This is an optimization exercise on Yosys and OpenROAD, whose aim is small area, not a production implementation.
The RTL was checked by simulation tests, not by an equivalence proof against the original design.
Power is estimated from default activity; no workload was simulated.

Setup of nickel:
// data_loader
module data_loader(
    input wire CLK,
    input wire [7:0] data,
    input wire [1:0] ctrl_logic,
    output reg [255:0] res_mat
);
    wire [7:0] data_out;
    DflopX4 data_flop(CLK, data, data_out);
    reg n4, n3;
    wire n2 = ~n4 & ~n3;
    reg [1:0] row, col;
    reg       phb;
    reg       done;
    wire cmd_data  = (ctrl_logic == 2'd0);
    wire cmd_head  = (ctrl_logic == 2'd1);
    wire cmd_clear = (ctrl_logic == 2'd2);
    wire [1:0] nm1 = n4 ? 2'd3 : (n3 ? 2'd2 : 2'd1);
    wire col_last = (col == nm1);
    wire row_last = (row == nm1);
    always @(posedge CLK) begin
        if (cmd_head) begin
            n4 <= data_out[2];
            n3 <= data_out[1] & data_out[0];
        end
    end
    always @(posedge CLK) begin
        done <= cmd_data & phb & col_last & row_last;
        if (cmd_clear) begin
            row <= 2'd0;
            col <= 2'd0;
            phb <= 1'b0;
        end else if (cmd_data) begin
            if (col_last) begin
                col <= 2'd0;
                if (row_last) begin
                    row <= 2'd0;
                    phb <= 1'b1;
                end else begin
                    row <= row + 2'd1;
                end
            end else begin
                col <= col + 2'd1;
            end
        end
    end
    reg  [7:0] a   [0:15];
    wire [7:0] a_d [0:15];
    wire sh_a = cmd_data & (~phb | col_last);
    hold2 #(8) ha0(sh_a, ~sh_a, data_out, a[0], a_d[0]);
    genvar g;
    generate
        for (g = 1; g < 16; g = g + 1) begin : ga
  ...
==> flow/config.mk <==
export PLATFORM = sky130hd
export DESIGN_NAME = data_loader
export DESIGN_NICKNAME = data_loader
export VERILOG_FILES = /design/flow/design.v
export SDC_FILE = /design/flow/constraint.sdc
export NUM_CORES = 4
export LEC_CHECK = 0
export CAP_MARGIN = 20
export CORE_MARGIN = 2
export CORE_UTILIZATION = 40
export SLEW_MARGIN = 20
export SYNTH_HIERARCHICAL = 1
==> flow/constraint.sdc <==
create_clock -name core_clock -period 10.0 [get_ports {CLK}]
set_input_delay 2.0000 -clock core_clock [delete_from_list [all_inputs] [get_ports {CLK}]]
set_output_delay 2.0000 -clock core_clock [all_outputs]
set_load 0.01 [all_outputs]
standard.sh (not shown) runs the stock make flow with config.mk's settings and CLKGATE_MAP_FILE= SYNTH_SCRIPT=/design/flow/synth_recipe.tcl, a recipe that flattens the netlist after the stock synthesis.
==> flow/flow/run.sh <==
#!/bin/bash
# The standard layout, with three changes to how it is made:
#  - before floorplanning, combinational cells go to drive strength 1
#    (flow/downsize.tcl); the resizer upsizes where needed;
#  - ports are buffered with buf_1 rather than the resizer's default buffer;
#  - clock tree synthesis inserts no dummy loads and builds from clkbuf_4,
#    with clusters of at most 8 sinks within 60 um.
set -euo pipefail
bash standard.sh \
  "PRE_FLOORPLAN_TCL=$PWD/flow/downsize.tcl" \
  "BUFFER_PORTS_ARGS=-buffer_cell sky130_fd_sc_hd__buf_1" \
  "CTS_ARGS=-sink_clustering_enable -repair_clock_nets -dont_use_dummy_load -buf_list sky130_fd_sc_hd__clkbuf_4 -sink_clustering_size 8 -sink_clustering_max_diameter 60" \
  finish > make.log 2>&1
==> flow/flow/downsize.tcl <==
# Before floorplanning: give every combinational cell that synthesis mapped
# at a drive strength above 1 its drive-strength-1 version. Flip-flops and
# buffers are left alone; the resizer upsizes again wherever slew, capacitance
# or timing need it.
set db [ord::get_db]
set n 0
foreach inst [[ord::get_db_block] getInsts] {
  set name [[$inst getMaster] getName]
  if {![regexp {^(sky130_fd_sc_hd__([a-z0-9]+))_([0-9]+)$} $name -> base fn size]} { continue }
  if {$size <= 1} { continue }
  if {[string match "df*" $fn] || [string match "edf*" $fn] || [string match "*buf*" $fn] || [string match "*dly*" $fn]} { continue }
  set new [$db findMaster ${base}_1]
  if {$new == "NULL"} { continue }
  if {[$inst swapMaster $new]} { incr n }
}
puts "downsize.tcl: $n cells set to drive strength 1"
nickel finished every step from synthesis to the final layout, and the layout passed the timing, design-rule and antenna checks.
Here is what was changed in the inputs of harbor compared with nickel.
--- a/flow/flow/run.sh
+++ b/flow/flow/run.sh
@@ -7 +7 @@
-#    with clusters of at most 8 sinks within 60 um.
+#    with clusters of at most 8 sinks within 40 um.
@@ -12 +12 @@
-  "CTS_ARGS=-sink_clustering_enable -repair_clock_nets -dont_use_dummy_load -buf_list sky130_fd_sc_hd__clkbuf_4 -sink_clustering_size 8 -sink_clustering_max_diameter 60" \
+  "CTS_ARGS=-sink_clustering_enable -repair_clock_nets -dont_use_dummy_load -buf_list sky130_fd_sc_hd__clkbuf_4 -sink_clustering_size 8 -sink_clustering_max_diameter 40" \
## What came out
harbor: setup slack 0.036 ns above nickel
Switching share of total power in harbor is 0.24 points below nickel.
Status: number of top-level design ports parity (nickel, harbor)
[harbor] fmax rose 0.40% relative to nickel
> inputs changed (harbor -> willow)
Settings: CAP_MARGIN now 0, was 20; SLEW_MARGIN now 0, was 20.
==> flow/flow/run.sh <==
#!/bin/bash
# The standard layout, with two changes to how it is made:
#  - ports are buffered with buf_1 rather than the resizer's default buffer;
#  - clock tree synthesis inserts no dummy loads and builds from clkbuf_4,
#    with clusters of at most 8 sinks within 60 um.
set -euo pipefail
bash standard.sh \
  "BUFFER_PORTS_ARGS=-buffer_cell sky130_fd_sc_hd__buf_1" \
  "CTS_ARGS=-sink_clustering_enable -repair_clock_nets -dont_use_dummy_load -buf_list sky130_fd_sc_hd__clkbuf_4 -sink_clustering_size 8 -sink_clustering_max_diameter 60" \
  finish > make.log 2>&1
removed: flow/flow/downsize.tcl
==> comparison <==
- willow vs harbor: final design area excluding fillers up in willow
- Violation count after the first detailed-route iteration was higher in harbor than in willow.
- Number of clock buffers in the layout of willow falls short of that of harbor by a little under 10%.
- Compared with harbor, willow shows total met3 wirelength after detailed routing that has gone down by more than 10%.
- Count of vias placed by the detailed router: willow worse than harbor
- Measured against each other, willow and harbor differ in share of the final layout cell area in sequential cells, the higher figure coming from harbor.

afterwards: timing with drivers on the ports:
No port has a modelled driver above. Below, the same layouts with a new extraction and two added sets of constraints.
Step 1 sets driving cells, clkbuf_16 on the clock port and buf_2 on the other inputs (assumed; they add their load-dependent delay and slew).
Step 2 moves the port delays by t, midway between the first and last clock arrival at a register: inputs arrive t later, outputs are due t later. That takes back most of the time a late clock gives input paths.
Three values: ideal, step 1, step 2; two values: the first two.
run | t, ns | setup slack, ns | latest minus earliest clock arrival (ns)
nickel | 0.898 | 0.867 / 0.867 / 0.867 | 0.127 / 0.128
harbor | 0.923 | 0.903 / 0.903 / 0.903 | 0.123 / 0.124
willow | 0.885 | 0.967 / 0.967 / 0.967 | 0.118 / 0.118
After both steps setup and hold are still met in every run listed.
